This design comes from an exercise in tuning for small area, a short achievable clock period and few clock cycles per item on the open sky130 flow, not from production work.
RTL that was checked went through simulation tests only; none was proved equivalent to the original.
Only the layout flow was run in runs 4 to 6; the RTL was not checked for function there.
Power figures rest on the tool's default switching activity, not on a simulated workload.

`config.mk`:
```
export PLATFORM = sky130hd
export DESIGN_NAME = kalman_filter_v3
export DESIGN_NICKNAME = kalman_filter_v3
export VERILOG_FILES = /design/flow/design.v
export SDC_FILE = /design/flow/constraint.sdc
export NUM_CORES = 4
export LEC_CHECK = 0
export CAP_MARGIN = 20
export CORE_MARGIN = 2
export CORE_UTILIZATION = 40
export PLACE_DENSITY = 0.6
export SETUP_SLACK_MARGIN = 5
export SLEW_MARGIN = 20
export TNS_END_PERCENT = 100
```
`constraint.sdc`:
```
create_clock -name core_clock -period 12.0 [get_ports {clk}]
set_input_delay 2.4000 -clock core_clock [delete_from_list [all_inputs] [get_ports {clk}]]
set_output_delay 2.4000 -clock core_clock [all_outputs]
set_load 0.01 [all_outputs]
```
`run.sh`:
```
#!/bin/bash
# synth_recipe.tcl (not shown) runs the flow's synth.tcl, then flattens the netlist and writes it again
# the make line also repeats each setting of config.mk as NAME=value (left out here)
make -C /OpenROAD-flow-scripts/flow DESIGN_CONFIG=/design/flow/config.mk WORK_HOME=/design/flow/orfs CLKGATE_MAP_FILE= SYNTH_SCRIPT=/design/flow/synth_recipe.tcl finish
```
`design.v`:
```
module divider_48cycle (
  input  [30:0] rem,
  input  [30:0] divisor,
  input         b1,
  input         b2,
  output        q1,
  output        q2,
  output [30:0] rem_next
);
  wire [31:0] a  = {1'b0, rem} - {1'b0, divisor};
  wire [30:0] c0 = {rem[29:0], b1};
  wire [31:0] b0 = {1'b0, c0} - {1'b0, divisor};
  wire [33:0] e1 = {2'b0, rem, b1} - {2'b0, divisor, 1'b0} - {3'b0, divisor};
  assign q1 = ~a[31];
  wire q2_0 = ~b0[31];
  wire q2_1 = a[30] ? (~e1[33] & (e1[32] | e1[31])) : ~e1[33];
  assign q2 = q1 ? q2_1 : q2_0;
  reg [29:0] hi;
  always @(*) begin
    case ({q1, q2})
      2'b00:   hi = c0[29:0];
      2'b01:   hi = b0[29:0];
      2'b10:   hi = {a[28:0], b1};
      default: hi = e1[29:0];
    endcase
  end
  assign rem_next = {hi, b2};
endmodule
module kalman_filter_v3 (
  input  wire               clk,
  input  wire               rstn,
  input  wire               valid,
  input  wire signed [31:0] I_data_x,
  output wire signed [31:0] O_filter_data_x,
  output reg                finish
);
  localparam [31:0] QV = 32'h0000_1999;
  localparam [2:0] S_IDLE  = 3'd0;
  localparam [2:0] S_RV    = 3'd1;
  localparam [2:0] S_FAST  = 3'd2;
  localparam [2:0] S_VN    = 3'd3;
  localparam [2:0] S_SLOW1 = 3'd4;
  localparam [2:0] S_SLOW2 = 3'd5;
  localparam [2:0] S_F     = 3'd6;
  reg [2:0]  st;
  reg [5:0]  t;
  reg [31:0] x0, xe0, xe1, pe0, pe1, pe2, pe3;
  reg        cp0, cp1, cp2, cp3, pend;
  reg [31:0] d, e;
  reg [30:0] vd, rem0, rem2;
  reg        sg0, sg2, fastok, neg;
  reg        u31_0, unz_0, u31_2, unz_2;
  reg [47:0] s_x0, c_x0, s_x1, c_x1;
  reg [47:0] s_p0, c_p0, s_p1, c_p1, s_p2, c_p2, s_p3, c_p3;
  wire gt40 = d[31] ? (d < (32'h0 - 32'h0028_0000)) : (d > 32'h0028_0000);
  wire gt20 = d[31] ? (d < (32'h0 - 32'h0014_0000)) : (d > 32'h0014_0000);
  wire gt10 = d[31] ? (d < (32'h0 - 32'h000a_0000)) : (d > 32'h000a_0000);
  wire gt5  = d[31] ? (d < (32'h0 - 32'h0005_0000)) : (d > 32'h0005_0000);
  wire gt0  = |d;
  wire [15:0] rv_hi = gt40 ? 16'h03e8 : gt20 ? 16'h07d0 : gt10 ? 16'h0bb8 :
                      gt5  ? 16'h0fa0 : gt0  ? 16'h1388 : 16'h0000;
  wire [31:0] dsum = {pe0[31:16] + rv_hi, pe0[15:0]};
  wire [30:0] vneg = ~vd + 31'd1;
  wire [30:0] dm0 = pe0[31] ? (~pe0[30:0] + 31'd1) : pe0[30:0];
  wire [30:0] dm2 = pe2[31] ? (~pe2[30:0] + 31'd1) : pe2[30:0];
  wire [31:0] nv0 = {pe0[30], dm0};
  wire [31:0] nv2 = {pe2[30], dm2};
  wire slow = (st == S_SLOW1) | (st == S_SLOW2);
  reg  bq1_0, bq2_0, bq1_2, bq2_2;
  wire [5:0] tn = (slow && t != 6'd46) ? t + 6'd2 : 6'd0;
  always @(posedge clk) begin
    bq1_0 <= ~tn[5] & nv0[{~tn[4:1], 1'b1}];
    bq2_0 <= ~tn[5] & nv0[{~tn[4:1], 1'b0}];
    bq1_2 <= ~tn[5] & nv2[{~tn[4:1], 1'b1}];
    bq2_2 <= ~tn[5] & nv2[{~tn[4:1], 1'b0}];
  end
  wire b1_0 = slow & bq1_0;
  wire b2_0 = slow & bq2_0;
  wire b1_2 = slow & bq1_2;
  wire b2_2 = slow & bq2_2;
  wire q1_0, q2_0, q1_2, q2_2;
  wire [30:0] rn0, rn2;
  divider_48cycle u_d0 (.rem(rem0), .divisor(vd), .b1(b1_0), .b2(b2_0),
                        .q1(q1_0), .q2(q2_0), .rem_next(rn0));
  divider_48cycle u_d2 (.rem(rem2), .divisor(vd), .b1(b1_2), .b2(b2_2),
                        .q1(q1_2), .q2(q2_2), .rem_next(rn2));
  wire early = (st == S_SLOW2) & (t < 6'd16);
  wire da0 = early ? u31_0 : q1_0;
  wire db0 = early ? u31_0 : q2_0;
  wire da2 = early ? u31_2 : q1_2;
  wire db2 = early ? u31_2 : q2_2;
  wire sp0 = sg0 & ~(u31_0 & ~unz_0);
  wire sp2 = sg2 & ~(u31_2 & ~unz_2);
  function [95:0] acc_step;
    input [47:0] s;
    input [47:0] c;
    input [31:0] m;
    input        ng;
    input        da;
    input        db;
    reg   [32:0] ms;
    reg   [47:0] a, b, r, s1, c1, r2;
    begin
      ms = {m[31], m} ^ {33{ng}};
      r  = {14'b0, ~(da & ms[32]), da ? ms[31:0] : 32'b0, 1'b0};
      a  = {s[45:0], da & ng, db & ng};
      b  = {c[45:0], 2'b0};
      s1 = a ^ b ^ r;
      c1 = ((a & b) | (a & r) | (b & r)) << 1;
      r2 = {15'b0, ~(db & ms[32]), db ? ms[31:0] : 32'b0};
      acc_step = {s1 ^ c1 ^ r2, (((s1 & c1) | (s1 & r2) | (c1 & r2)) << 1)};
    end
  endfunction
  wire clr = (st == S_RV) | ((st == S_SLOW1) & (t == 6'd46));
  always @(posedge clk) begin
    if (clr) begin
      {s_x0, c_x0} <= 96'b0; {s_x1, c_x1} <= 96'b0;
      {s_p0, c_p0} <= 96'b0; {s_p1, c_p1} <= 96'b0;
      {s_p2, c_p2} <= 96'b0; {s_p3, c_p3} <= 96'b0;
    end else begin
      {s_x0, c_x0} <= acc_step(s_x0, c_x0, e,   sp0, da0, db0);
      {s_x1, c_x1} <= acc_step(s_x1, c_x1, e,   sp2, da2, db2);
      {s_p0, c_p0} <= acc_step(s_p0, c_p0, pe0, sp0, da0, db0);
      {s_p1, c_p1} <= acc_step(s_p1, c_p1, pe1, sp0, da0, db0);
      {s_p2, c_p2} <= acc_step(s_p2, c_p2, pe0, sp2, da2, db2);
      {s_p3, c_p3} <= acc_step(s_p3, c_p3, pe1, sp2, da2, db2);
    end
  end
  wire [16:0] l_x0 = {1'b0, s_x0[15:0]} + {1'b0, c_x0[15:0]};
  wire [16:0] l_x1 = {1'b0, s_x1[15:0]} + {1'b0, c_x1[15:0]};
  wire [16:0] l_p0 = {1'b0, s_p0[15:0]} + {1'b0, c_p0[15:0]};
  wire [16:0] l_p1 = {1'b0, s_p1[15:0]} + {1'b0, c_p1[15:0]};
  wire [16:0] l_p2 = {1'b0, s_p2[15:0]} + {1'b0, c_p2[15:0]};
  wire [16:0] l_p3 = {1'b0, s_p3[15:0]} + {1'b0, c_p3[15:0]};
  wire abort = (t == 6'd32) & (~fastok | q1_0 | q1_2);
  wire [31:0] x0_n = xe0 + s_x0[47:16] + c_x0[47:16] + 32'h0001_0000 + {31'b0, l_x0[16]};
  wire        fs = (st == S_F);
  wire [31:0] sh_x  = (fs ? xe1 : x0) + (fs ? s_x1[47:16] : xe1)
                    + (fs ? c_x1[47:16] : 32'h0)
                    + (fs ? 32'h0001_0000 : 32'h0) + {31'b0, fs & l_x1[16]};
  wire [31:0] sh_p0 = pe0 + (fs ? ~s_p0[47:16] : pe1) + (fs ? ~c_p0[47:16] : pe2)
                    + (fs ? 32'h0 : pe3) + (fs ? 32'hffff_0001 : QV)
                    + {29'b0, fs ? 3'd0 : ({2'b0, cp0} + {2'b0, cp1} + {2'b0, cp2} + {2'b0, cp3})};
  wire [31:0] sh_p1 = pe1 + (fs ? ~s_p1[47:16] : pe3) + (fs ? ~c_p1[47:16] : 32'h0)
                    + (fs ? 32'hffff_0001 : 32'h0) + {30'b0, fs ? 2'd0 : ({1'b0, cp1} + {1'b0, cp3})};
  wire [31:0] sh_p2 = pe2 + (fs ? ~s_p2[47:16] : pe3) + (fs ? ~c_p2[47:16] : 32'h0)
                    + (fs ? 32'hffff_0001 : 32'h0) + {30'b0, fs ? 2'd0 : ({1'b0, cp2} + {1'b0, cp3})};
  wire [31:0] sh_p3 = pe3 + (fs ? ~s_p3[47:16] : QV) + (fs ? ~c_p3[47:16] : 32'h0)
                    + (fs ? 32'hffff_0001 : 32'h0) + {31'b0, ~fs & cp3};
  wire last = (t == 6'd46) & ((st == S_FAST) | (st == S_SLOW2));
  always @(posedge clk) begin
    if (!rstn) begin
      st  <= S_IDLE;
      t   <= 6'd0;
      finish <= 1'b0;
      pend <= 1'b0;
      x0  <= 32'h0;
      xe0 <= 32'h0;
      xe1 <= 32'h0;
      pe0 <= 32'h000a_1999;
      pe1 <= 32'h0005_0000;
      pe2 <= 32'h0005_0000;
      pe3 <= 32'h0005_1999;
    end else begin
      finish <= (st == S_F);
      case (st)
        S_IDLE: begin
          if (valid) st <= S_RV;
          if (pend) begin
            pend <= 1'b0;
            xe0 <= sh_x;
            pe0 <= sh_p0;
            pe1 <= sh_p1;
            pe2 <= sh_p2;
            pe3 <= sh_p3;
          end
        end
        S_RV: begin
          st <= S_FAST;
          t  <= 6'd32;
        end
        S_FAST: begin
          if (abort) begin
            st <= neg ? S_VN : S_SLOW1;
            t  <= 6'd0;
          end else begin
            t <= t + 6'd2;
            if (t == 6'd46) st <= S_F;
          end
        end
        S_VN: st <= S_SLOW1;
        S_SLOW1: begin
          t <= (t == 6'd46) ? 6'd0 : t + 6'd2;
          if (t == 6'd46) st <= S_SLOW2;
        end
        S_SLOW2: begin
          t <= t + 6'd2;
          if (t == 6'd46) st <= S_F;
        end
        S_F: begin
          st   <= S_IDLE;
          pend <= 1'b1;
          x0  <= x0_n;
          xe1 <= sh_x;
          pe0 <= sh_p0;
          pe1 <= sh_p1;
          pe2 <= sh_p2;
          pe3 <= sh_p3;
        end
        default: st <= S_IDLE;
      endcase
    end
  end
  always @(posedge clk) begin
    if (st == S_IDLE) begin
      d <= x0 - I_data_x;
      e <= I_data_x - x0 - xe1;
    end
    if (st == S_RV) begin
      sg0    <= pe0[31] ^ dsum[31];
      sg2    <= pe2[31] ^ dsum[31];
      neg    <= dsum[31];
      fastok <= ~pe0[30] & ~pe2[30] & ~dsum[31] & ~dsum[30];
      u31_0  <= 1'b0;
      u31_2  <= 1'b0;
      unz_0  <= 1'b0;
      unz_2  <= 1'b0;
    end
    if (st == S_RV) vd <= dsum[30:0];
    if (st == S_VN) vd <= vneg;
    if (st == S_RV) begin
      rem0 <= dm0;
      rem2 <= dm2;
    end
    if (st == S_FAST || slow) begin
      rem0 <= rn0;
      rem2 <= rn2;
    end
    if ((st == S_FAST && abort) || (st == S_SLOW1 && t == 6'd46)) begin
      rem0 <= 31'b0;
      rem2 <= 31'b0;
    end
    if (st == S_SLOW1) begin
      if (t == 6'd16) begin
        u31_0 <= q1_0;
        u31_2 <= q1_2;
        unz_0 <= q2_0;
        unz_2 <= q2_2;
      end
      if (t > 6'd16) begin
        unz_0 <= unz_0 | q1_0 | q2_0;
        unz_2 <= unz_2 | q1_2 | q2_2;
      end
    end
    if (st == S_F) begin
      cp0 <= ~l_p0[16];
      cp1 <= ~l_p1[16];
      cp2 <= ~l_p2[16];
      cp3 <= ~l_p3[16];
    end
  end
  assign O_filter_data_x = x0;
endmodule
```
==> summary.txt, run 1 <==
Synth Flop Type dfxtp_1; full die area 210,000 um2; grt ovf 0; final setup fails 0; Initial Utilization 40.3%; Place WS 4440 ps; Die Ht 458 um; unrepaired setup endpoints after global routing no; Seq/Total Area, Yosys 25.0%; max-slew violation count 0; Rel. slew slack 20.9%; Slew @ Worst Pin 1190 ps; HPWL after detailed placement 184,000 um; P_leak 39.6 nW; Area Overhead vs Synth 9.36%; Max IR drop VDD 0.265 mV; core box area 205,000 um2; Iteration-0 DRC Markers 4,415; status complete, no violations; clock latency on the worst-skew pair 770 ps; CTS tree built; global-route wire length before repair 377,000 um; clock-pin slew on the worst setup and hold paths 60 ps; hold_buf cts 0; Power Density 224 nW/um2; fin crit share 55.0%; fraction of layout cells with a size suffix above 1 4.94%; commonest cells after routing, fill and taps aside 981 x nand2_1, 931 x nor2_1, 903 x inv_1, 872 x dfxtp_1, 846 x ha_1; asr flop ratio synth 0%; maxcap violations 0; CTS H-Tree Depth 3; FP Rows 166; Post-Route WL 243,000 um; Ys Warns 2; DR pass1 iterations 6; I/O Buffers 67; CTS Sinks 977; worst hold path class reg2reg; root buffer cell clkbuf_16; Mapped Nets 11,000; Tot GR Track Use 22.8%; RePlAce Congestion 0.959; CP required 12,610 ps; Die W 458 um; startpoint types register; FF+latch count, synth 977; io pins 68; drt wl/cell 20.0 um; Max FO, Critical Path 59; Avg Cell Area, Syn 8.75 um2; Num CTS Buffers 114; Crit Path Category reg2reg; Max Clock Skew 52.5 ps; CP Capture Type register; Synth Instances 9,426; minimum hold slack 474 ps; Routed Antenna Nets 0; clk buf depth 3; Fmax achieved 0.151 GHz; crit path DAT 7210 ps; number of synthesized flops with an enable pin 103; via/cell ratio 5.42; via count 65,700; largest net degree at the start of global routing 205; Final min period 6600 ps; area of the mapped netlist 82,500 um2; antenna violations before repair 5; Distinct cells, synth 96; Fillers 20,000; DRC Markers 0; Final Hold Violating Endpoints 0; Final nets 10,900; commonest non-fill, non-tap cell in the layout nand2_1; final setup margin 5400 ps; vias in the first global route 66,400; TNS Setup 0 ps
## cells in the mapped netlist, types with 42 or more instances
| cell type | count | area share [%] |
|---|---|---|
| fa_1 | 707 | 17 |
| mux2i_1 | 43 | 0.52 |
| a31oi_1 | 50 | 0.38 |
| nor3_1 | 106 | 0.64 |
| o21ai_0 | 499 | 3.0 |
| nand2_1 | 983 | 4.5 |
| xnor2_1 | 473 | 5.0 |
| dfxtp_1 | 874 | 21 |
| nand2b_1 | 65 | 0.49 |
| nor2_1 | 936 | 4.3 |
| a21boi_0 | 71 | 0.65 |
| inv_1 | 908 | 4.1 |
| nand4_1 | 42 | 0.32 |
| a211oi_1 | 114 | 1.0 |
| and3_1 | 53 | 0.40 |
| xor2_1 | 189 | 2.0 |
| o21a_1 | 84 | 0.76 |
| buf_1 | 45 | 0.20 |
| a21o_1 | 209 | 1.9 |
| ha_1 | 847 | 13 |
| o21bai_1 | 51 | 0.46 |
| a21oi_1 | 575 | 3.5 |
| or2_2 | 76 | 0.58 |
| o211ai_1 | 62 | 0.56 |
| nand3_1 | 90 | 0.55 |
| o31ai_1 | 43 | 0.39 |
| edfxtp_1 | 103 | 3.7 |
| and2_1 | 58 | 0.44 |
| or3_1 | 48 | 0.36 |
| clkbuf_1 | 323 | 1.5 |
| nor2b_1 | 268 | 2.0 |
## cell families after synthesis
logic type | count (synthesis) | share of synthesized area [%]
and+or+nand+nor | 2837 | 15.6
AOI/OAI and AO/OA | 2037 | 15.7
adders and majority gates | 1554 | 30.0
buffers and inverters | 1303 | 5.98
DFF | 977 | 25.0
xor gates and xnor gates | 662 | 7.03
muxes | 56 | 0.699
## worst paths after layout
check	startpoint	end	slack [ps]	cells past startpoint
worst max-delay path	vd[2]	s_x1[31]	5400	24
worst min register to register	pe3[12]	pe3[12]	470	2
worst max register to register	vd[2]	s_x1[31]	5400	24
worst min-delay path	pe3[12]	pe3[12]	470	2
## worst max-delay path, stage by stage (launching register included)
cell and delay, ps:
edfxtp_1 440, clkinvlp_4 260, ha_1 450, a211oi_1 120, o21ai_0 340, a21oi_1 180
o31a_1 380, o31ai_1 480, a21bo_2 260, a21oi_1 90, o21ai_0 290, xor2_1 120
ha_1 410, nor2b_1 180, nor4b_1 70, a211oi_1 250, buf_4 240, nor3_1 70
buf_4 190, a21oi_4 240, a21o_2 210, buf_12 310, nand2_1 190, fa_1 570
nor2_1 40
## cell type report
cell class                      count  area, um2  share of cell area (%)
Multi-Input combinational cell   7146      57200                    63.4
Clock inverter                     35        444                   0.492
Sequential cell                   977      20600                    22.8
Antenna cell                        4       10.0                  0.0111
Clock buffer                      172       3460                    3.83
Tap cell                         2688       3360                    3.73
Inverter                          910       3440                    3.82
Timing Repair Buffer              181       1700                    1.89
## through the flow
stage	cell area (um2)	util [%]	power (mW)	instances
final	90200	44.1	20.2	12100
after CTS	90000	43.9	20.1	12100
after detailed placement	85900	42.0	16.3	11900
after global placement	85900	42.0	16.1	11900
after global routing	90200	44.0	22.0	12100
after floorplan	82500	-	13.3	9426
## sequential cells by signal, indices dropped and copies added (netlist names), 48 cells and up
name and count:
s_x0 48, s_x1 48, s_p3 48, s_p0 48, s_p2 48, s_p1 48
## report_power, final
group / total, mW / internal, mW / switching (mW) / leakage, nW
Clock: 3.65 / 2.13 / 1.52 / 1.91
Sequential: 5.08 / 4.34 / 0.737 / 8.13
Combinational: 11.4 / 4.52 / 6.92 / 29.5
Total: 20.2 / 11.0 / 9.18 / 39.6
## routing by layer
metal	GRT usage, %	part of all wire (%)	up-vias
met5	0	0	-
met4	9.41	4.6	0
met2	37.5	46	1783
met3	2.89	5.8	417
li1	-	-	31500
met1	30.1	44	32000
## repair_timing
action	4_1_cts	5_1_grt
gates cloned	1	1
gates resized for setup	13	35
pin swaps	0	1
setup endpoints to repair	324	392
setup buffers	2	8
Testbench counts, summed over its fixed seeds: cycles 28,800, items 2,400.
==> run 2: changes to the inputs <==
==> flow/run.sh (new file) <==
#!/bin/bash
# Standard layout, with timing repair aiming for 9 ns of setup slack (the
# clock period and all constraints are the design's).
set -euo pipefail
bash standard.sh SETUP_SLACK_MARGIN=9 finish > standard_flow.log 2>&1
==> standard.sh (new file) <==
#!/bin/bash
# synth_recipe.tcl (not shown) runs the flow's synth.tcl, then flattens the netlist and writes it again
# the make line also repeats each setting of config.mk as NAME=value (left out here)
make -C /OpenROAD-flow-scripts/flow DESIGN_CONFIG=/design/flow/config.mk WORK_HOME=/design/flow/orfs CLKGATE_MAP_FILE= SYNTH_SCRIPT=/design/flow/synth_recipe.tcl "${@:-finish}"
--- a/config.mk
+++ b/config.mk
@@ -10,5 +10,4 @@
 export CORE_UTILIZATION = 40
 export PLACE_DENSITY = 0.6
-export SETUP_SLACK_MARGIN = 5
 export SLEW_MARGIN = 20
 export TNS_END_PERCENT = 100
removed: run.sh
==> run 2 against run 1 <==
Critical path depth is 1 higher. Critical endpoint is now s_x1[11]. Combinational power is 44% higher. Synthesized cell count stayed put.
==> summary.txt, run 2 <==
commonest cells after routing, fill and taps aside 836 x inv_1, 829 x nor2_1, 820 x dfxtp_1, 767 x nand2_1, 640 x ha_1; Rel. slew slack 29.1%; DR pass1 iterations 6; FF+latch count, synth 977; Synth Flop Type dfxtp_1; FP Rows 166; CTS tree built; Die W 458 um; routed wl met3 18,100 um; fraction of layout cells with a size suffix above 1 28.5%; largest cells by area after synthesis dfxtp_1 21%, fa_1 17%, ha_1 13%; Fmax achieved 0.171 GHz; Tot GR Track Use 26.7%; I/O Buffers 67; area of the mapped netlist 82,500 um2; Avg Cell Area, Syn 8.75 um2; Iteration-0 DRC Markers 5,393; Area Overhead vs Synth 33.9%; HPWL after detailed placement 187,000 um; Design Power 25.4 mW; TNS Setup 0 ps; met1 WL 121,000 um; startpoint types register; Sw Share 45.7%; Die Ht 458 um; Max Clock Skew 88.1 ps; CTS Sinks 977; most instantiated library cell after synthesis nand2_1; Seq/Total Area, Yosys 25.0%; Final nets 11,700; drt wl/cell 23.1 um; clk buf depth 3; CTS H-Tree Depth 3; grt ovf 0; full die area 210,000 um2; DRC Markers 0; Slew @ Worst Pin 1060 ps; Final Hold Violating Endpoints 0; core box area 205,000 um2; Distinct cells, synth 96; CP Capture Type register; Routed Antenna Nets 0; max-slew violation count 0; clock-pin slew on the worst setup and hold paths 70 ps; unrepaired setup endpoints after global routing yes; antenna violations before repair 4; clock latency on the worst-skew pair 800 ps; io pins 68; Top Layer Used met5; Max FO, Critical Path 7; number of synthesized flops with an enable pin 103; Comb pwr share 64.6%; via count 72,500; Max IR drop VDD 0.159 mV; Met2 Wirelength 140,000 um; P_leak 47.4 nW; Sw Pwr 11.6 mW; RePlAce Congestion 0.924; status complete, no violations; final setup fails 0; maxcap violations 0; fin crit share 48.6%; commonest non-fill, non-tap cell in the layout inv_1; asr flop ratio synth 0%; worst hold path class reg2reg; root buffer cell clkbuf_16; CP required 12,640 ps; final core utilization 53.9%; Clock power frac 15.2%; Seq pwr share 20.2%; largest area contributor in the netlist dfxtp_1; Final min period 5840 ps; Power Density 230 nW/um2; global-route wire length before repair 434,000 um; Synth Instances 9,426; largest net degree at the start of global routing 110; Num CTS Buffers 117; Post-Route WL 298,000 um; Commonest cells post-synth 983 x nand2_1, 936 x nor2_1, 908 x inv_1, 874 x dfxtp_1, 847 x ha_1; Mapped Nets 11,000; via/cell ratio 5.62; post-synth top area share 21.2%; vias in the first global route 73,200; Crit Path Category reg2reg; Initial Utilization 40.3%; internal power 13.8 mW; crit path DAT 6480 ps; Ys Warns 2
==> run 2: changes by cell type in the layout (fill, tap and decap cells not counted), sizes merged, moves of 2 or more <==
| cell | previous run | this run |
|---|---|---|
| buf | 113 | 902 |
| clkdlybuf4s50 | 66 | 5 |
| clkinvlp | 7 | 25 |
| clkbuf | 173 | 187 |
| clkinv | 23 | 31 |
| bufinv | 7 | 14 |
| inv | 908 | 901 |
| bufbuf | 1 | 7 |
| dlygate4sd2 | 0 | 6 |
| clkdlybuf4s15 | 0 | 4 |
| a31o | 14 | 16 |
| diode | 4 | 2 |
| nor2 | 937 | 939 |
==> run 2: layout make-up <==
cell class,count,area [um2]
fillers,17600,94400
well taps,2688,3360
clock buffers,166,3390
repair inverters,6,96.3
flip-flops and latches,977,20700
clock inverters,55,744
inverters,910,3560
repair buffers,946,10900
multi-input cells,7153,67600
diodes,2,5.00
==> run 2: cells by family (layout without fill, tap and decap cells) <==
family	count (synthesis)	in the layout	share of synthesized area, %
simple gates	2837	2841	15.6
compound gates	2037	2040	15.7
fa+ha+maj	1554	1554	30.0
buf+inv	1303	2083	5.98
flops	977	977	25.0
xor+xnor	662	662	7.03
mux	56	56	0.699
other cells	0	2	0
==> run 2: final timing paths <==
kind         startpoint        to  slack (ps)  cells after the start
max               vd[1]  s_x1[11]        6160                     25
min             pe3[12]   pe3[12]         480                      2
max reg2reg       vd[1]  s_x1[11]        6160                     25
min reg2reg     pe3[12]   pe3[12]         480                      2
==> run 2: what timing repair did <==
action | in CTS | in global routing
setup buffers | 496 | 229
hold buffers | 0 | 0
pin swaps | 615 | 676
gates resized for setup | 1571 | 936
endpoints found under the setup margin | 923 | 893
gates cloned | 61 | 27
==> run 2: critical path, cell delays in order, from the launching register on <==
cell and delay [ps]:
edfxtp_1 400, clkinvlp_4 180, buf_6 150, buf_6 110, fa_2 400, a211oi_4 260
o21ai_2 110, a21oi_2 170, o31a_1 290, o31ai_4 90, a21bo_2 280, xnor2_1 190
ha_1 400, nand2_1 130, o21a_1 230, nor4b_4 150, a211oi_4 370, nor3_4 100
a21oi_4 290, a21oi_4 100, buf_12 210, buf_12 150, buf_16 120, or2_4 220
fa_2 510, nor2_1 40
==> run 2: metal layers <==
layer	global-route usage (%)	vias to the layer above
met5	0	-
met4	14.4	2
met3	3.59	737
met2	44.4	2464
met1	33.5	36200
li1	-	33100
==> run 2: power by group through the flow <==
stage | clock network (mW) | registers [mW] | logic [mW]
floorplan | 0 | 4.85 | 9.10
global placement | 0 | 5.14 | 11.5
detailed placement | 0 | 5.14 | 11.7
CTS | 3.92 | 5.09 | 14.2
global route | 4.05 | 5.22 | 17.8
finish | 3.88 | 5.13 | 16.4
==> run 2: through the flow <==
step	setup slack [ps]	std cells	hold slack (ps)	cell area [um2]
final	6160	12900	475	110000
after global routing	5990	12900	503	110000
after CTS	6310	12600	477	104000
after detailed placement	4710	11900	459	88200
after global placement	4870	11900	450	88200
after floorplan	6490	9426	436	85800
==> run 3: changes to the inputs <==
==> flow/run.sh (replaced) <==
#!/bin/bash
# Standard layout, with timing repair aiming for 7 ns of setup slack (the
# clock period and all constraints are the design's).
set -euo pipefail
bash standard.sh SETUP_SLACK_MARGIN=7 finish > standard_flow.log 2>&1
==> run 3 against run 2 <==
Flip-flop and latch count unchanged. Combinational power decreased by 6%. Routed wire length shrank 8.7%. Sequential share of layout area increased by 2.1 points. First-iteration DRC count is 7.5% lower. Final cell count fell by 3.6%. Critical endpoint is now s_p3[8].
==> summary.txt, run 3 <==
Avg Cell Area, Syn 8.75 um2; Seq pwr share 20.9%; Max IR drop VDD 0.308 mV; RePlAce Congestion 0.932; Final nets 11,200; Area Overhead vs Synth 19.9%; Sw Share 45.3%; Mapped Nets 11,000; Die Ht 458 um; Multi-input gate area 61,400 um2; drt wl/cell 21.9 um; CTS H-Tree Depth 3; Fillers 19,000; FF+latch count, synth 977; Tot GR Track Use 24.8%; final setup fails 0; Worst Hold End pe3[8]; Synth Flop Type dfxtp_1; Crit Path Category reg2reg; Comb pwr share 63.1%; CP required 12,650 ps; Die W 458 um; maxcap violations 0; fraction of layout cells with a size suffix above 1 15.6%; number of synthesized flops with an enable pin 103; Worst Hold Depth 2; Post-Route WL 272,000 um; CTS tree built; global-route wire length before repair 406,000 um; DRC Markers 0; DR pass1 iterations 5; worst r2r src vd[8]; crit path launch vd[8]; asr flop ratio synth 0%; I/O Buffers 67; Max Clock Skew 90.0 ps; FP Rows 166; via count 68,800; commonest non-fill, non-tap cell in the layout nor2_1; Iteration-0 DRC Markers 4,987; Ys Warns 2; Rel. slew slack 19.3%; vias in the first global route 69,000; Routed Antenna Nets 0; core box area 205,000 um2; reg2reg end s_p3[8]; io pins 68; crit path DAT 6480 ps; clock-pin slew on the worst setup and hold paths 60 ps; largest area contributor in the netlist dfxtp_1; Synth Instances 9,426; Seq/Total Area, Yosys 25.0%; Sw Pwr 11.0 mW; antenna violations before repair 3; area of the mapped netlist 82,500 um2; Distinct cells, synth 96; root buffer cell clkbuf_16; Max FO, Critical Path 7; startpoint types register; largest cells by area after synthesis dfxtp_1 21%, fa_1 17%, ha_1 13%; Storage cell area 20,600 um2; Fmax achieved 0.171 GHz; grt ovf 0; most instantiated library cell after synthesis nand2_1; CP Capture Type register; HPWL after detailed placement 187,000 um; largest net degree at the start of global routing 155; TNS Setup 0 ps; Clock power frac 15.9%; Num CTS Buffers 116; full die area 210,000 um2; Commonest cells post-synth 983 x nand2_1, 936 x nor2_1, 908 x inv_1, 874 x dfxtp_1, 847 x ha_1; fin crit share 48.6%; HP Start pe3[8]; Design Power 24.4 mW; worst hold path class reg2reg; Initial Utilization 40.3%; commonest cells after routing, fill and taps aside 891 x nor2_1, 884 x inv_1, 866 x dfxtp_1, 849 x nand2_1, 782 x ha_1; Final min period 5840 ps; max-slew violation count 0; internal power 13.3 mW; clk buf depth 3; clock latency on the worst-skew pair 790 ps; post-synth top area share 21.2%; Worst R2R Setup Slack 6160 ps; status complete, no violations; Final Hold Violating Endpoints 0; worst reg2reg path depth 27; via/cell ratio 5.53; Power Density 246 nW/um2; unrepaired setup endpoints after global routing yes; P_leak 43.4 nW; CTS Sinks 977; Slew @ Worst Pin 1210 ps
[run 3: cell counts after synthesis]
Identical to the previous run, type by type.
[run 3: through the flow]
stage	hold slack (ps)	instance area, um2	std cells	utilization, %	setup slack [ps]
after floorplan	439	83200	9426	-	6490
after global placement	451	86400	11900	42.2	4730
after detailed placement	462	86400	11900	42.2	4640
after CTS	476	95400	12300	46.6	6260
after global routing	505	98900	12400	48.3	5990
final	473	98900	12400	48.3	6160
[run 3: cell families after synthesis]
kind of cell	synth area share, %
AND/OR/NAND/NOR	15.6
AO/OA/AOI/OAI	15.7
adder cells (fa/ha/maj)	30.0
buffers and inverters	5.98
flip-flops	25.0
XOR/XNOR	7.03
multiplexers	0.699
[run 3: power groups by stage]
stage / sequential [mW] / combinational (mW) / clock (mW)
after CTS: 5.08 / 14.1 / 3.94
after floorplan: 4.85 / 8.77 / 0
final: 5.10 / 15.4 / 3.88
after global routing: 5.19 / 16.8 / 4.06
after global placement: 5.13 / 11.3 / 0
after detailed placement: 5.13 / 11.5 / 0
[run 3: area by class of cell]
class,count,share of cell area [%]
flip-flops and latches,977,20.8
repair inverters,4,0.0734
multi-input cells,7147,62.1
clock buffers,154,3.33
well taps,2688,3.40
repair buffers,497,5.83
diodes,1,0.00253
clock inverters,61,0.850
inverters,910,3.55
[run 3: critical path: stages, from the launching register on]
cell and delay (ps):
edfxtp_1 390, clkinvlp_4 140, buf_4 200, ha_4 250, a211o_1 360, a31oi_4 210, a32oi_2 150, o211ai_1 300
nand2_1 180, a221oi_2 310, o21ai_1 110, xor2_1 170, ha_2 370, o21ai_1 70, nand2b_1 100, a21o_1 150
a21oi_2 80, a211oi_4 330, nor3_4 70, buf_12 160, a21oi_4 240, a21oi_4 120, buf_12 200, buf_12 130
buf_12 140, or2_4 250, fa_2 510, nor2_1 40
[run 3: worst max path at each step]
stage                     cells past startpoint  endpoint
after floorplan                              25   s_x0[5]
after global placement                       24  s_p1[31]
after detailed placement                     24  s_p1[31]
after CTS                                    28   s_p1[3]
after global routing                         30  s_x1[14]
final                                        27   s_p3[8]
[run 3: what timing repair did]
action / in CTS / in global routing
endpoints found under the setup margin: 699 / 582
cloned: 33 / 16
pin swaps: 326 / 361
setup buffers: 172 / 119
hold buffers: 0 / 0
gates resized for setup: 607 / 573
[run 3: metal layers]
metal	routed length (um)	global-route usage, %	vias up
met4	14400	11.2	4
met3	15500	3.14	552
met5	34	0	-
li1	-	-	32100
met1	114000	31.9	34000
met2	128000	41.6	2109
==> run 4: changes to the inputs <==
--- a/design.v
+++ b/design.v
@@ -45,5 +45,5 @@
   reg [2:0]  st;
   reg [5:0]  t;
-  reg [31:0] x0, xe0, xe1, pe0, pe1, pe2, pe3;
+  reg [31:0] x0, xe1, pe0, pe1, pe2, pe3;
   reg        cp0, cp1, cp2, cp3, pend;
   reg [31:0] d, e;
@@ -134,9 +134,7 @@
   wire [16:0] l_p3 = {1'b0, s_p3[15:0]} + {1'b0, c_p3[15:0]};
   wire abort = (t == 6'd32) & (~fastok | q1_0 | q1_2);
-  wire [31:0] x0_n = xe0 + s_x0[47:16] + c_x0[47:16] + 32'h0001_0000 + {31'b0, l_x0[16]};
+  wire [31:0] x0_n = x0 + xe1 + s_x0[47:16] + c_x0[47:16] + 32'h0001_0000 + {31'b0, l_x0[16]};
   wire        fs = (st == S_F);
-  wire [31:0] sh_x  = (fs ? xe1 : x0) + (fs ? s_x1[47:16] : xe1)
-                    + (fs ? c_x1[47:16] : 32'h0)
-                    + (fs ? 32'h0001_0000 : 32'h0) + {31'b0, fs & l_x1[16]};
+  wire [31:0] sh_x  = xe1 + s_x1[47:16] + c_x1[47:16] + 32'h0001_0000 + {31'b0, l_x1[16]};
   wire [31:0] sh_p0 = pe0 + (fs ? ~s_p0[47:16] : pe1) + (fs ? ~c_p0[47:16] : pe2)
                     + (fs ? 32'h0 : pe3) + (fs ? 32'hffff_0001 : QV)
@@ -156,5 +154,4 @@
       pend <= 1'b0;
       x0  <= 32'h0;
-      xe0 <= 32'h0;
       xe1 <= 32'h0;
       pe0 <= 32'h000a_1999;
@@ -169,5 +166,4 @@
           if (pend) begin
             pend <= 1'b0;
-            xe0 <= sh_x;
             pe0 <= sh_p0;
             pe1 <= sh_p1;
==> run.sh (new file) <==
#!/bin/bash
# synth_recipe.tcl (not shown) runs the flow's synth.tcl, then flattens the netlist and writes it again
# the make line also repeats each setting of config.mk as NAME=value (left out here)
make -C /OpenROAD-flow-scripts/flow DESIGN_CONFIG=/design/flow/config.mk WORK_HOME=/design/flow/orfs CLKGATE_MAP_FILE= SYNTH_SCRIPT=/design/flow/synth_recipe.tcl finish
--- a/config.mk
+++ b/config.mk
@@ -10,4 +10,5 @@
 export CORE_UTILIZATION = 40
 export PLACE_DENSITY = 0.6
+export SETUP_SLACK_MARGIN = 5
 export SLEW_MARGIN = 20
 export TNS_END_PERCENT = 100
removed: flow/run.sh
removed: standard.sh
==> run 4 against run 3 <==
Clock skew fell by 59 ps. Die area fell by 2.3%. Still clean. Critical path depth did not move. Register-to-register slack got worse by 1100 ps. Sequential share of layout area rose by 1.7 points. Total power fell by 28%. Clock power fell by 3%.
==> summary.txt, run 4 <==
unrepaired setup endpoints after global routing no; largest family of logic cells by synthesized area adder cells; mux share of post-synthesis cell area 0.544%; full die area 205,000 um2; Commonest cells post-synth 958 x nand2_1, 920 x nor2_1, 850 x ha_1, 842 x dfxtp_1, 837 x inv_1; CP Capture Type register; Worst R2R Setup Slack 5100 ps; worst reg2reg path depth 27; xor and xnor fraction of the mapped netlist area 7.44%; maxcap violations 0; Place WS 3930 ps; Critical-path top delay cell edfxtp_1; Buf+Inv Stages, Crit Path 4; hold_buf cts 0; DRC Markers 0; Design Power 17.6 mW; Post-Synth Simple-Gate Area 15.2%; Iteration-0 DRC Markers 4,070; fraction of layout cells with a size suffix above 1 5.51%; Avg Cell Area, Syn 8.84 um2; drt wl/cell 19.9 um; HPWL after detailed placement 174,000 um; HP Start xe1[16]; Worst Hold Depth 2; CTS Sinks 945; CP max stage delay 450 ps; Compound-Gate Fraction of Synth Area 14.7%; CTS tree built; Final Hold Violating Endpoints 0; reg2reg end s_p2[0]; DR pass1 iterations 5; Power Density 199 nW/um2; RePlAce Congestion 0.941; global-route wire length before repair 365,000 um; Area Overhead vs Synth 9.98%; Slew @ Worst Pin 1120 ps; grt ovf 0; Post-DP Area 83,900 um2; Post-Route WL 235,000 um; Crit Path Category reg2reg; Post-Synth Adder-Cell Area 31.5%; startpoint types register; Max Clock Skew 31.1 ps; worst r2r src vd[0]; FP Rows 164; P_leak 38.4 nW; Die W 453 um; placed cells 11,500; TNS Setup 0 ps; final setup fails 0; commonest cells after routing, fill and taps aside 952 x nand2_1, 913 x nor2_1, 847 x ha_1, 839 x dfxtp_1, 834 x inv_1; Seq/Total Area, Yosys 24.8%; vias in the first global route 64,900; asr flop ratio synth 0%; FF+latch count, synth 945; post-synth top area share 20.9%; Max FO, Critical Path 35; Layout Cells excl Fill 11,800; worst hold path class reg2reg; status complete, no violations; Initial Utilization 40.3%; final core utilization 44.3%; clock latency on the worst-skew pair 750 ps; Die Ht 453 um; commonest non-fill, non-tap cell in the layout nand2_1; Fillers 19,500; via/cell ratio 5.41; delay-heaviest family, CP compound AO/OA/AOI/OAI gates; largest cells by area after synthesis dfxtp_1 21%, fa_1 18%, ha_1 13%; clock-pin slew on the worst setup and hold paths 60 ps; antenna violations before repair 9; number of synthesized flops with an enable pin 103; max-slew violation count 0; Distinct cells, synth 92; clk buf depth 3; final setup margin 5100 ps; Ys Warns 2; minimum hold slack 455 ps; most instantiated library cell after synthesis nand2_1; Num CTS Buffers 115; largest net degree at the start of global routing 233; fin crit share 57.5%; most frequent CP cell ha_1; Max IR drop VDD 0.160 mV; Final nets 10,600; Tot GR Track Use 22.5%; io pins 68; Mapped Nets 10,700; Rel. slew slack 24.8%; root buffer cell clkbuf_16; Synth Instances 9,113; via count 63,800; Worst Hold End xe1[16]; crit path DAT 7480 ps; Final Cell Area 88,600 um2; largest area contributor in the netlist dfxtp_1; Final min period 6900 ps; Synth Flop Type dfxtp_1; I/O Buffers 67; Fmax achieved 0.145 GHz; Routed Antenna Nets 0; area of the mapped netlist 80,600 um2; core box area 200,000 um2; CP required 12,580 ps; CTS H-Tree Depth 3
==> run 4: worst max-delay path by stage <==
stage               cells past startpoint  start  slack [ps]        to
finish                                 27  vd[0]        5100   s_p2[0]
global placement                       26  vd[1]        4010  s_x0[31]
detailed placement                     26  vd[1]        3930  s_p1[31]
floorplan                              25  st[2]        5150   pe2[31]
global route                           33  vd[0]        4960  s_p0[23]
CTS                                    28  vd[0]        4980  s_p1[32]
==> run 4: timing repair <==
item                       CTS  global route
resized for setup           37            44
setup endpoints to repair  445           423
gates cloned                 1             4
buffers inserted             7            13
pin swaps                    1            16
==> run 4: cells by family (layout without fill, tap and decap cells) <==
logic type,count (synthesis),count (layout)
fa+ha+maj,1587,1587
xor+xnor,684,684
mux,41,41
buf+inv,1224,1234
compound gates,1904,1904
simple gates,2728,2728
other cells,0,3
flops,945,945
==> run 4: power by group <==
group	internal [mW]	switching [mW]	total, mW
clock network	2.26	1.52	3.78
registers	4.05	0.649	4.70
logic	3.83	5.34	9.17
total	10.1	7.51	17.6
==> run 4: worst min-delay path: stages (launching register included) <==
cell     delay (ps)
dfxtp_1         310
nand2_1          50
a21oi_1          50
==> run 4: final cells by class <==
type,instances,area (um2),share of cell area (%)
inverters,840,3170,3.58
well taps,2656,3320,3.75
clock inverters,65,727,0.820
flip-flops and latches,945,20000,22.5
diodes,3,7.51,0.00847
multi-input cells,6944,56300,63.6
clock buffers,155,3350,3.78
repair buffers,174,1730,1.95
==> run 4: layer usage <==
| metal | wire (um) | vias up | global-route usage [%] |
|---|---|---|---|
| met4 | 8830 | 2 | 8.16 |
| li1 | - | 30300 | - |
| met1 | 101000 | 31300 | 29.1 |
| met2 | 112000 | 1748 | 38.5 |
| met3 | 12500 | 395 | 2.56 |
| met5 | 12 | - | 0 |
==> run 5: changes to the inputs <==
==> flow/run.sh (new file) <==
#!/bin/bash
# Standard layout, with timing repair aiming for 8 ns of setup slack (the
# clock period and all constraints are the design's).
set -euo pipefail
bash standard.sh SETUP_SLACK_MARGIN=8 finish > standard_flow.log 2>&1
==> standard.sh (new file) <==
#!/bin/bash
# synth_recipe.tcl (not shown) runs the flow's synth.tcl, then flattens the netlist and writes it again
# the make line also repeats each setting of config.mk as NAME=value (left out here)
make -C /OpenROAD-flow-scripts/flow DESIGN_CONFIG=/design/flow/config.mk WORK_HOME=/design/flow/orfs CLKGATE_MAP_FILE= SYNTH_SCRIPT=/design/flow/synth_recipe.tcl "${@:-finish}"
--- a/config.mk
+++ b/config.mk
@@ -10,5 +10,4 @@
 export CORE_UTILIZATION = 40
 export PLACE_DENSITY = 0.6
-export SETUP_SLACK_MARGIN = 5
 export SLEW_MARGIN = 20
 export TNS_END_PERCENT = 100
removed: run.sh
==> run 5 against run 4 <==
Still clean. Flip-flop and latch count stayed put. Critical path depth is 5 higher. Utilization is 6.0 points higher. Global-route usage is 2.6 points higher. Maximum frequency is 6.7% higher. Die area stayed put. Clock power is 5.3% lower. Largest power group unchanged. Highest routed layer unchanged.
==> summary.txt, run 5 <==
CP max stage delay 440 ps; largest area contributor in the netlist dfxtp_1; Max IR drop VDD 0.161 mV; Storage cell area 20,000 um2; Distinct cells, synth 92; Post-Route WL 267,000 um; DR pass1 iterations 6; CTS tree built; CTS Sinks 945; DRC Markers 0; Critical-path top delay cell fa_2; Final Hold Violating Endpoints 0; Slew @ Worst Pin 1140 ps; unrepaired setup endpoints after global routing yes; Mapped Nets 10,700; root buffer cell clkbuf_16; most instantiated library cell after synthesis nand2_1; fin crit share 53.9%; Iteration-0 DRC Markers 4,298; fraction of layout cells with a size suffix above 1 20.5%; clock latency on the worst-skew pair 780 ps; CP required 12,710 ps; Max FO, Critical Path 6; final core utilization 50.3%; max-slew violation count 0; FP Rows 164; Die W 453 um; Num CTS Buffers 109; vias in the first global route 69,200; core box area 200,000 um2; status complete, no violations; asr flop ratio synth 0%; CP Capture Type register; Worst R2R Setup Slack 5540 ps; TNS Setup 0 ps; Fmax achieved 0.155 GHz; FF+latch count, synth 945; via/cell ratio 5.52; RePlAce Congestion 0.930; Synth Flop Type dfxtp_1; Rel. slew slack 23.2%; CTS H-Tree Depth 3; via count 67,700; HPWL after detailed placement 174,000 um; Area Overhead vs Synth 24.9%; Routed Antenna Nets 0; commonest cells after routing, fill and taps aside 881 x nand2_1, 830 x nor2_1, 807 x inv_1, 797 x dfxtp_1, 732 x ha_1; post-synth top area share 20.9%; Tot GR Track Use 25.1%; grt ovf 0; P_leak 43.1 nW; worst r2r src rem0[0]; crit path DAT 7180 ps; startpoint types register; Ys Warns 2; crit path launch rem0[0]; HP Start xe1[16]; Die Ht 453 um; full die area 205,000 um2; final setup fails 0; antenna violations before repair 6; Avg Cell Area, Syn 8.84 um2; Multi-input gate area 62,500 um2; Synth Instances 9,113; largest cells by area after synthesis dfxtp_1 21%, fa_1 18%, ha_1 13%; largest net degree at the start of global routing 186; worst hold path class reg2reg; clock-pin slew on the worst setup and hold paths 70 ps; Crit Path Category reg2reg; Final nets 11,100; drt wl/cell 21.8 um; global-route wire length before repair 402,000 um; Fillers 17,900; io pins 68; clk buf depth 3; Final min period 6460 ps; Power Density 199 nW/um2; Commonest cells post-synth 958 x nand2_1, 920 x nor2_1, 850 x ha_1, 842 x dfxtp_1, 837 x inv_1; commonest non-fill, non-tap cell in the layout nand2_1; maxcap violations 0; Initial Utilization 40.3%; Seq/Total Area, Yosys 24.8%; I/O Buffers 67; Max Clock Skew 58.5 ps; area of the mapped netlist 80,600 um2; number of synthesized flops with an enable pin 103
## run 5: cell families (layout without fill, tap and decap cells)
kind of cell	after synthesis	in the layout	share of synthesized area, %
other	0	5	0
multiplexers	41	41	0.544
flip-flops	945	945	24.8
AO/OA/AOI/OAI	1904	1906	14.7
XOR/XNOR	684	684	7.44
adder cells (fa/ha/maj)	1587	1587	31.5
buffers and inverters	1224	1719	5.88
AND/OR/NAND/NOR	2728	2732	15.2
## run 5: worst max-delay path: cells and delay by family, from the launching register on
family	cells	cell delay, ps
AO/OA/AOI/OAI	13	2920
XOR/XNOR	1	200
adder cells (fa/ha/maj)	4	1270
buffers and inverters	8	1080
flip-flops	1	340
AND/OR/NAND/NOR	6	530
## run 5: per-stage QoR
stage / std cells / setup slack [ps] / hold slack, ps / total power [mW] / area, um2
3_3_place_gp: 11500 / 4190 / 441 / 13.4 / 85400
2_1_floorplan: 9113 / 6210 / 432 / 11.4 / 82500
3_5_place_dp: 11500 / 4040 / 451 / 13.6 / 85400
5_1_grt: 12300 / 5360 / 496 / 21.5 / 101000
4_1_cts: 12100 / 5780 / 469 / 19.2 / 96600
6_report: 12300 / 5540 / 462 / 20.1 / 101000
## run 5: routing by layer
metal / share of wire, % / wire length [um] / track usage (%)
met5: 0.0056 / 15 / 0
met1: 41 / 109000 / 31.4
met3: 6.0 / 16100 / 3.39
met4: 6.0 / 16100 / 13.2
met2: 47 / 126000 / 42.2
## run 5: worst paths after layout
path | to | cells after the start
worst min-delay path | xe1[16] | 2
worst min register to register | xe1[16] | 2
worst max-delay path | s_x0[26] | 32
worst max register to register | s_x0[26] | 32
## run 5: final cells by class
| cell class | instances | area share (%) |
|---|---|---|
| Sequential cell | 945 | 19.9 |
| Inverter | 840 | 3.21 |
| Timing Repair Buffer | 671 | 7.59 |
| Timing Repair inverter | 5 | 0.0920 |
| Multi-Input combinational cell | 6950 | 62.1 |
| Clock buffer | 151 | 3.19 |
| Antenna cell | 5 | 0.0124 |
| Tap cell | 2656 | 3.30 |
| Clock inverter | 52 | 0.572 |
## run 5: power by group
part           internal, mW  switching, mW  leakage (nW)
Combinational          5.25           6.51          33.4
Sequential             4.05          0.675          7.90
Clock                  2.03           1.55          1.86
Total                  11.3           8.73          43.1
## run 5: what timing repair did
item                       4_1_cts  5_1_grt
pin swaps                      421      436
gates cloned                    54       11
buffers inserted               307      158
setup endpoints to repair      838      763
hold buffers                     0        0
resized for setup              933      583
==> run 6: changes to the inputs <==
--- a/design.v
+++ b/design.v
@@ -45,7 +45,7 @@
   reg [2:0]  st;
   reg [5:0]  t;
-  reg [31:0] x0, xe1, pe0, pe1, pe2, pe3;
+  reg [31:0] x0, xe0, xe1, pe0, pe1, pe2, pe3;
   reg        cp0, cp1, cp2, cp3, pend;
-  reg [31:0] d, e;
+  reg [31:0] e;
   reg [30:0] vd, rem0, rem2;
   reg        sg0, sg2, fastok, neg;
@@ -53,11 +53,14 @@
   reg [47:0] s_x0, c_x0, s_x1, c_x1;
   reg [47:0] s_p0, c_p0, s_p1, c_p1, s_p2, c_p2, s_p3, c_p3;
-  wire gt40 = d[31] ? (d < (32'h0 - 32'h0028_0000)) : (d > 32'h0028_0000);
-  wire gt20 = d[31] ? (d < (32'h0 - 32'h0014_0000)) : (d > 32'h0014_0000);
-  wire gt10 = d[31] ? (d < (32'h0 - 32'h000a_0000)) : (d > 32'h000a_0000);
-  wire gt5  = d[31] ? (d < (32'h0 - 32'h0005_0000)) : (d > 32'h0005_0000);
-  wire gt0  = |d;
-  wire [15:0] rv_hi = gt40 ? 16'h03e8 : gt20 ? 16'h07d0 : gt10 ? 16'h0bb8 :
-                      gt5  ? 16'h0fa0 : gt0  ? 16'h1388 : 16'h0000;
+  wire [31:0] dn = x0 - I_data_x;
+  wire [4:0] gt_n;
+  assign gt_n[4] = dn[31] ? (dn < (32'h0 - 32'h0028_0000)) : (dn > 32'h0028_0000);
+  assign gt_n[3] = dn[31] ? (dn < (32'h0 - 32'h0014_0000)) : (dn > 32'h0014_0000);
+  assign gt_n[2] = dn[31] ? (dn < (32'h0 - 32'h000a_0000)) : (dn > 32'h000a_0000);
+  assign gt_n[1] = dn[31] ? (dn < (32'h0 - 32'h0005_0000)) : (dn > 32'h0005_0000);
+  assign gt_n[0] = |dn;
+  reg  [4:0] gt;
+  wire [15:0] rv_hi = gt[4] ? 16'h03e8 : gt[3] ? 16'h07d0 : gt[2] ? 16'h0bb8 :
+                      gt[1] ? 16'h0fa0 : gt[0] ? 16'h1388 : 16'h0000;
   wire [31:0] dsum = {pe0[31:16] + rv_hi, pe0[15:0]};
   wire [30:0] vneg = ~vd + 31'd1;
@@ -134,7 +137,9 @@
   wire [16:0] l_p3 = {1'b0, s_p3[15:0]} + {1'b0, c_p3[15:0]};
   wire abort = (t == 6'd32) & (~fastok | q1_0 | q1_2);
-  wire [31:0] x0_n = x0 + xe1 + s_x0[47:16] + c_x0[47:16] + 32'h0001_0000 + {31'b0, l_x0[16]};
+  wire [31:0] x0_n = xe0 + s_x0[47:16] + c_x0[47:16] + 32'h0001_0000 + {31'b0, l_x0[16]};
   wire        fs = (st == S_F);
-  wire [31:0] sh_x  = xe1 + s_x1[47:16] + c_x1[47:16] + 32'h0001_0000 + {31'b0, l_x1[16]};
+  wire [31:0] sh_x  = (fs ? xe1 : x0) + (fs ? s_x1[47:16] : xe1)
+                    + (fs ? c_x1[47:16] : 32'h0)
+                    + (fs ? 32'h0001_0000 : 32'h0) + {31'b0, fs & l_x1[16]};
   wire [31:0] sh_p0 = pe0 + (fs ? ~s_p0[47:16] : pe1) + (fs ? ~c_p0[47:16] : pe2)
                     + (fs ? 32'h0 : pe3) + (fs ? 32'hffff_0001 : QV)
@@ -154,4 +159,5 @@
       pend <= 1'b0;
       x0  <= 32'h0;
+      xe0 <= 32'h0;
       xe1 <= 32'h0;
       pe0 <= 32'h000a_1999;
@@ -166,4 +172,5 @@
           if (pend) begin
             pend <= 1'b0;
+            xe0 <= sh_x;
             pe0 <= sh_p0;
             pe1 <= sh_p1;
@@ -210,5 +217,5 @@
   always @(posedge clk) begin
     if (st == S_IDLE) begin
-      d <= x0 - I_data_x;
+      gt <= gt_n;
       e <= I_data_x - x0 - xe1;
     end
==> flow/run.sh (replaced) <==
#!/bin/bash
# Standard layout, with timing repair aiming for 7 ns of setup slack (the
# clock period and all constraints are the design's).
set -euo pipefail
bash standard.sh SETUP_SLACK_MARGIN=7 finish > standard_flow.log 2>&1
==> run 6 against run 5 <==
Die area rose by 1.4%. Utilization fell by 0.83 points. Count of clock-buffer cells in the layout rose by 12. Routed wire length fell by 0.52%. Synthesized cell count rose by 2.9%. Area after synthesis rose by 1.5%. Combinational power fell by 14%. Final cell count rose by 1.3%. Sequential share of layout area fell by 0.17 points. Largest cell class unchanged. Largest power group unchanged.
==> summary.txt, run 6 <==
CP max stage delay 530 ps; final setup margin 5850 ps; DRC Markers 0; crit path DAT 6760 ps; worst r2r src vd[1]; Multi-input gate area 62,800 um2; via/cell ratio 5.56; Initial Utilization 40.3%; Die W 456 um; Layout Cells excl Fill 12,400; Avg Cell Area, Syn 8.72 um2; WP depth 26; placed cells 11,800; Max FO, Critical Path 8; Crit Path Category reg2reg; max-slew violation count 0; Commonest cells post-synth 1,007 x nand2_1, 901 x inv_1, 891 x nor2_1, 874 x dfxtp_1, 847 x ha_1; TNS Setup 0 ps; delay-heaviest family, CP compound AO/OA/AOI/OAI gates; drt wl/cell 21.4 um; antenna violations before repair 5; Fmax achieved 0.163 GHz; root buffer cell clkbuf_16; largest cells by area after synthesis dfxtp_1 21%, fa_1 17%, ha_1 13%; clk buf depth 3; P_leak 44.0 nW; largest net degree at the start of global routing 208; Storage cell area 19,800 um2; hold_buf cts 0; core box area 203,000 um2; Max IR drop VDD 0.147 mV; Worst R2R Setup Slack 5850 ps; CP required 12,610 ps; status complete, no violations; Power Density 184 nW/um2; HPWL after detailed placement 179,000 um; reg2reg end s_x0[19]; FF+latch count, synth 950; RePlAce Congestion 0.962; grt ovf 0; Distinct cells, synth 93; global-route wire length before repair 398,000 um; largest area contributor in the netlist dfxtp_1; clock-pin slew on the worst setup and hold paths 60 ps; Iteration-0 DRC Markers 5,398; CTS tree built; Rel. slew slack 27.0%; Mapped Nets 11,000; Post-DP Area 85,900 um2; I/O Buffers 67; Ys Warns 2; CTS Sinks 950; unrepaired setup endpoints after global routing yes; Num CTS Buffers 113; post-synth top area share 21.4%; vias in the first global route 69,200; crit path launch vd[1]; worst reg2reg path depth 26; Post-Route WL 266,000 um; worst hold path class reg2reg; Max Clock Skew 54.5 ps; met1 Use GR 31.0%; Final Hold Violating Endpoints 0; CTS H-Tree Depth 3; Final min period 6150 ps; most instantiated library cell after synthesis nand2_1; clock latency on the worst-skew pair 770 ps; area of the mapped netlist 81,700 um2; fraction of layout cells with a size suffix above 1 18.0%; asr flop ratio synth 0%; Tot GR Track Use 24.3%; FP Rows 165; fin crit share 51.3%; CP Capture Type register; global routing met3 resource utilization 2.92%; Critical-path top delay cell fa_2; Buf+Inv Stages, Crit Path 7; number of synthesized flops with an enable pin 76; Fillers 18,400; Routed Antenna Nets 0; maxcap violations 0; most frequent CP cell buf_6; Seq/Total Area, Yosys 24.2%; via count 69,100; startpoint types register; crit path to s_x0[19]; GR Util met2 41.5%; Area Overhead vs Synth 22.7%; Most Used Layer, Global Route met2; Place WS 4410 ps; Synth Flop Type dfxtp_1; Final Cell Area 100,000 um2; Final nets 11,300; full die area 208,000 um2; io pins 68; final setup fails 0; Slew @ Worst Pin 1090 ps; DR pass1 iterations 10; Synth Instances 9,376; commonest cells after routing, fill and taps aside 872 x inv_1, 862 x dfxtp_1, 849 x nand2_1, 840 x nor2_1, 728 x ha_1; Die Ht 456 um; commonest non-fill, non-tap cell in the layout inv_1
## run 6: changes by cell type after synthesis, moves of 23 or more
cell	before	now
mux2i_1	28	53
edfxtp_1	103	76
fa_1	737	707
xnor2_1	482	456
inv_1	837	901
o21ai_0	498	453
clkbuf_1	320	343
dfxtp_1	842	874
nand2_1	958	1007
a21oi_1	585	555
nor2_1	920	891
a21o_1	189	232
nand3_1	102	129
a21boi_0	27	61
## run 6: final cells by class
| type | instances | area share, % |
|---|---|---|
| multi-input combinational | 7118 | 62.6 |
| clock inverter | 49 | 0.683 |
| tap | 2672 | 3.33 |
| inverter | 905 | 3.47 |
| timing repair inverter | 6 | 0.142 |
| clock buffer | 163 | 3.23 |
| sequential | 950 | 19.8 |
| timing repair buffer | 567 | 6.74 |
| antenna | 5 | 0.0125 |
## run 6: tightest hold or removal path, stage by stage (launching register included)
cell and delay (ps):
dfxtp_1 310, nand2_1 50, a21oi_1 50
## run 6: cell families after synthesis
logic type,Yosys count,synth area share (%)
buf+inv,1310,6.08
flops,950,24.2
xor+xnor,657,7.04
compound gates,1988,15.5
fa+ha+maj,1554,30.3
simple gates,2828,15.7
mux,89,1.21
## run 6: worst min-delay path by stage
stage / cells after the start / end / start
after floorplan: 2 / xe0[16] / xe0[16]
after global placement: 2 / xe0[16] / xe0[16]
after detailed placement: 2 / xe0[16] / xe0[16]
after CTS: 2 / xe0[16] / xe0[16]
after global routing: 2 / xe0[16] / xe0[16]
final: 2 / xe0[16] / xe0[16]
## run 6: power breakdown
part           switching, mW  internal (mW)
registers              0.635           4.04
logic                   5.55           4.54
clock network           1.54           2.16
total                   7.73           10.7
## run 6: per-layer routing
layer,routed length [um],vias to the layer above
li1,-,32100
met1,111000,34100
met2,127000,2295
met3,14800,614
met4,13100,4
met5,27,-
## run 6: what timing repair did
item / 4_1_cts / 5_1_grt
cloned: 45 / 16
pin swaps: 527 / 303
resized for setup: 899 / 534
buffers inserted: 210 / 145
setup endpoints to repair: 683 / 577
## run 6: stage by stage
| step | util (%) | total power, mW | hold WS [ps] |
|---|---|---|---|
| detailed placement | 42.4 | 12.4 | 449 |
| floorplan | - | 10.3 | 436 |
| CTS | 47.5 | 18.0 | 457 |
| global placement | 42.4 | 12.2 | 445 |
| finish | 49.5 | 18.5 | 460 |
| global route | 49.5 | 19.7 | 483 |
==> run 7: changes to the inputs <==
--- a/design.v
+++ b/design.v
@@ -2,4 +2,5 @@
   input  [30:0] rem,
   input  [30:0] divisor,
+  input  [32:0] divisor3,
   input         b1,
   input         b2,
@@ -11,5 +12,5 @@
   wire [30:0] c0 = {rem[29:0], b1};
   wire [31:0] b0 = {1'b0, c0} - {1'b0, divisor};
-  wire [33:0] e1 = {2'b0, rem, b1} - {2'b0, divisor, 1'b0} - {3'b0, divisor};
+  wire [33:0] e1 = {2'b0, rem, b1} - {1'b0, divisor3};
   assign q1 = ~a[31];
   wire q2_0 = ~b0[31];
@@ -49,4 +50,5 @@
   reg [31:0] e;
   reg [30:0] vd, rem0, rem2;
+  reg [32:0] v3;
   reg        sg0, sg2, fastok, neg;
   reg        u31_0, unz_0, u31_2, unz_2;
@@ -65,6 +67,18 @@
   wire [31:0] dsum = {pe0[31:16] + rv_hi, pe0[15:0]};
   wire [30:0] vneg = ~vd + 31'd1;
-  wire [30:0] dm0 = pe0[31] ? (~pe0[30:0] + 31'd1) : pe0[30:0];
-  wire [30:0] dm2 = pe2[31] ? (~pe2[30:0] + 31'd1) : pe2[30:0];
+  wire [30:0] v3in = (st == S_VN) ? vneg : dsum[30:0];
+  wire [32:0] v3_n = {2'b0, v3in} + {1'b0, v3in, 1'b0};
+  reg  [30:0] lo0, lo2;
+  integer j;
+  always @(*) begin
+    lo0[0] = 1'b0;
+    lo2[0] = 1'b0;
+    for (j = 1; j < 31; j = j + 1) begin
+      lo0[j] = lo0[j-1] | pe0[j-1];
+      lo2[j] = lo2[j-1] | pe2[j-1];
+    end
+  end
+  wire [30:0] dm0 = pe0[30:0] ^ ({31{pe0[31]}} & lo0);
+  wire [30:0] dm2 = pe2[30:0] ^ ({31{pe2[31]}} & lo2);
   wire [31:0] nv0 = {pe0[30], dm0};
   wire [31:0] nv2 = {pe2[30], dm2};
@@ -84,7 +98,7 @@
   wire q1_0, q2_0, q1_2, q2_2;
   wire [30:0] rn0, rn2;
-  divider_48cycle u_d0 (.rem(rem0), .divisor(vd), .b1(b1_0), .b2(b2_0),
+  divider_48cycle u_d0 (.rem(rem0), .divisor(vd), .divisor3(v3), .b1(b1_0), .b2(b2_0),
                         .q1(q1_0), .q2(q2_0), .rem_next(rn0));
-  divider_48cycle u_d2 (.rem(rem2), .divisor(vd), .b1(b1_2), .b2(b2_2),
+  divider_48cycle u_d2 (.rem(rem2), .divisor(vd), .divisor3(v3), .b1(b1_2), .b2(b2_2),
                         .q1(q1_2), .q2(q2_2), .rem_next(rn2));
   wire early = (st == S_SLOW2) & (t < 6'd16);
@@ -224,5 +238,5 @@
       sg2    <= pe2[31] ^ dsum[31];
       neg    <= dsum[31];
-      fastok <= ~pe0[30] & ~pe2[30] & ~dsum[31] & ~dsum[30];
+      fastok <= ~pe0[31] & ~pe0[30] & ~pe2[31] & ~pe2[30] & ~dsum[31] & ~dsum[30];
       u31_0  <= 1'b0;
       u31_2  <= 1'b0;
@@ -232,7 +246,8 @@
     if (st == S_RV) vd <= dsum[30:0];
     if (st == S_VN) vd <= vneg;
+    if (st == S_RV || st == S_VN) v3 <= v3_n;
     if (st == S_RV) begin
-      rem0 <= dm0;
-      rem2 <= dm2;
+      rem0 <= pe0[30:0];
+      rem2 <= pe2[30:0];
     end
     if (st == S_FAST || slow) begin
==> run 7 against run 6 <==
Synthesized cell count up 2.7%. Clock skew is 7.8 ps lower. Die area increased by 3.0%. Design area grew 2.3%. Final cell count rose by 2.6%. Worst setup slack improved by 720 ps. Total power shrank 20%. Now fails the layout checks on max-slew violations.
==> summary.txt, run 7 <==
status finished with violations; Fail Reasons max-slew violations; number of synthesized flops with an enable pin 108; most frequent CP cell o21ai_2; CTS H-Tree Depth 3; grt ovf 0; final setup fails 0; full die area 214,000 um2; Critical-path top delay cell a2111o_1; TNS Setup 0 ps; fraction of layout cells with a size suffix above 1 17.0%; DRC Markers 0; Synth Flop Type dfxtp_1; clk buf depth 3; Final min period 5430 ps; Ys Warns 2; core box area 209,000 um2; vias in the first global route 71,600; Die Ht 463 um; maxcap violations 0; largest area contributor in the netlist dfxtp_1; Layout Cells excl Fill 12,800; CTS tree built; CP max stage delay 520 ps; Crit Path Category reg2reg; fin crit share 45.3%; Max IR drop VDD 0.139 mV; Initial Utilization 40.2%; Routed Antenna Nets 0; Worst R2R Setup Slack 6570 ps; CTS Sinks 982; Slew @ Worst Pin 1850 ps; worst hold path class reg2reg; Max Clock Skew 46.8 ps; Multi-input gate area 64,500 um2; Buf+Inv Stages, Crit Path 3; I/O Buffers 67; asr flop ratio synth 0%; CP required 12,640 ps; Fmax achieved 0.184 GHz; HPWL after detailed placement 188,000 um; Post-Route WL 279,000 um; Storage cell area 20,800 um2; most instantiated library cell after synthesis inv_1; Area Overhead vs Synth 21.8%; startpoint types register; Distinct cells, synth 89; Fillers 19,300; RePlAce Congestion 0.941; FP Rows 168; CP Capture Type register; Die W 463 um; Final Hold Violating Endpoints 0; Avg Cell Area, Syn 8.75 um2; P_leak 46.2 nW; largest cells by area after synthesis dfxtp_1 21%, fa_1 17%, ha_1 13%; root buffer cell clkbuf_16; clock latency on the worst-skew pair 760 ps; placed cells 12,200; commonest cells after routing, fill and taps aside 1,006 x inv_1, 876 x nand2_1, 862 x dfxtp_1, 803 x ha_1, 567 x nor2_1; Rel. slew slack -23.2%; io pins 68; delay-heaviest family, CP compound AO/OA/AOI/OAI gates; clock-pin slew on the worst setup and hold paths 60 ps; Num CTS Buffers 116; unrepaired setup endpoints after global routing yes; commonest non-fill, non-tap cell in the layout inv_1; largest net degree at the start of global routing 172; global-route wire length before repair 423,000 um; crit path DAT 6080 ps; post-synth top area share 20.8%; area of the mapped netlist 84,200 um2; Mapped Nets 11,300; hold_buf cts 0; antenna violations before repair 11; Power Density 144 nW/um2; FF+latch count, synth 982; drt wl/cell 21.8 um; DR pass1 iterations 7; Final nets 11,500; Tot GR Track Use 25.2%; Seq/Total Area, Yosys 24.6%; Max FO, Critical Path 6; via/cell ratio 5.52; max-slew violation count 120; Commonest cells post-synth 1,029 x inv_1, 895 x nand2_1, 879 x ha_1, 874 x dfxtp_1, 731 x nor2b_1; via count 70,500; Iteration-0 DRC Markers 4,864; Synth Instances 9,631
[run 7: layout make-up]
type	count	share of cell area, %
repair inverters	8	0.117
well taps	2805	3.42
repair buffers	484	5.63
clock inverters	37	0.528
diodes	5	0.0122
multi-input cells	7233	62.9
inverters	1032	3.81
flip-flops and latches	982	20.2
clock buffers	178	3.36
[run 7: kinds of logic after synthesis]
kind of cell	count (synthesis)	share of synthesized area (%)
xor+xnor	635	6.61
fa+ha+maj	1587	29.9
mux	31	0.380
buf+inv	1424	6.40
flops	982	24.6
simple gates	2879	16.5
compound gates	2093	15.6
[run 7: tightest hold or removal path, cell delays in order (launching register included)]
cell and delay (ps):
dfxtp_1 320, nand2_1 60, a21oi_1 50
[run 7: final timing paths]
path,startpoint,to,cells past startpoint
worst max register to register,st[1],pe0[31],25
worst min-delay path,pe1[4],pe1[4],2
worst min register to register,pe1[4],pe1[4],2
worst max-delay path,st[1],pe0[31],25
[run 7: power breakdown]
group	leakage, nW	internal [mW]	switching [mW]
clock network	1.95	2.19	1.56
registers	8.05	3.93	0.565
logic	36.2	2.79	3.73
total	46.2	8.92	5.86
[run 7: per-stage QoR]
step	setup WS (ps)	utilization (%)	cell area, um2	hold slack [ps]	power (mW)
final	6570	49.0	103000	475	14.8
after global routing	6400	49.0	103000	499	15.7
after CTS	6590	47.4	99200	470	14.3
after detailed placement	4550	42.1	88100	462	9.67
after global placement	4670	42.1	88100	458	9.60
after floorplan	6480	-	84900	444	8.25
[run 7: repair_timing]
action                                   CTS  global route
gates resized for setup                 1072           566
endpoints found under the setup margin   707           542
pin swaps                                454           316
buffers inserted                         195           103
cloned                                    51             5
[run 7: metal layers]
| layer | global-route usage, % | wire length [um] | up-vias |
|---|---|---|---|
| met4 | 9.96 | 12300 | 8 |
| li1 | - | - | 32700 |
| met1 | 32.4 | 117000 | 34900 |
| met2 | 42.5 | 132000 | 2290 |
| met5 | 0 | 51 | - |
| met3 | 3.38 | 17600 | 579 |
Testbench counts of run 7, summed over its fixed seeds: cycles 28,800, items 2,400.

[re-timing with driven ports]
How much do the figures lean on ideal ports? The routed layouts below were timed once more, with nothing changed but the port constraints.
Step 1 sets driving cells, clkbuf_16 on the clock port and buf_2 on the other inputs (assumed; they add their load-dependent delay and slew).
Step 2 moves the port delays by t, midway between the first and last clock arrival at a register: inputs arrive t later, outputs are due t later. That takes back most of the time a late clock gives input paths.
Slacks: no drivers / after step 1 / after step 2; pairs: no drivers / after step 1.
run	shift t [ns]	slack for setup (ns)	slew at the worst register clock pin (ns)	worst data-port slew with drivers (ns)
run 1	0.832	5.399 / 5.399 / 5.203	0.07 / 0.07	0.04
run 2	0.842	6.163 / 6.163 / 6.163	0.07 / 0.07	0.06
run 3	0.831	6.162 / 6.162 / 6.162	0.07 / 0.07	0.07
run 4	0.819	5.102 / 5.102 / 5.102	0.07 / 0.07	0.06
run 5	0.841	5.537 / 5.537 / 5.537	0.07 / 0.07	0.08
run 6	0.831	5.848 / 5.848 / 5.848	0.07 / 0.07	0.07
run 7	0.828	6.567 / 6.567 / 5.881	0.07 / 0.07	0.08
For run 7, which loses most, drivers alone change the setup slack by 0.000 ns; drivers and shift together by -0.686 ns.
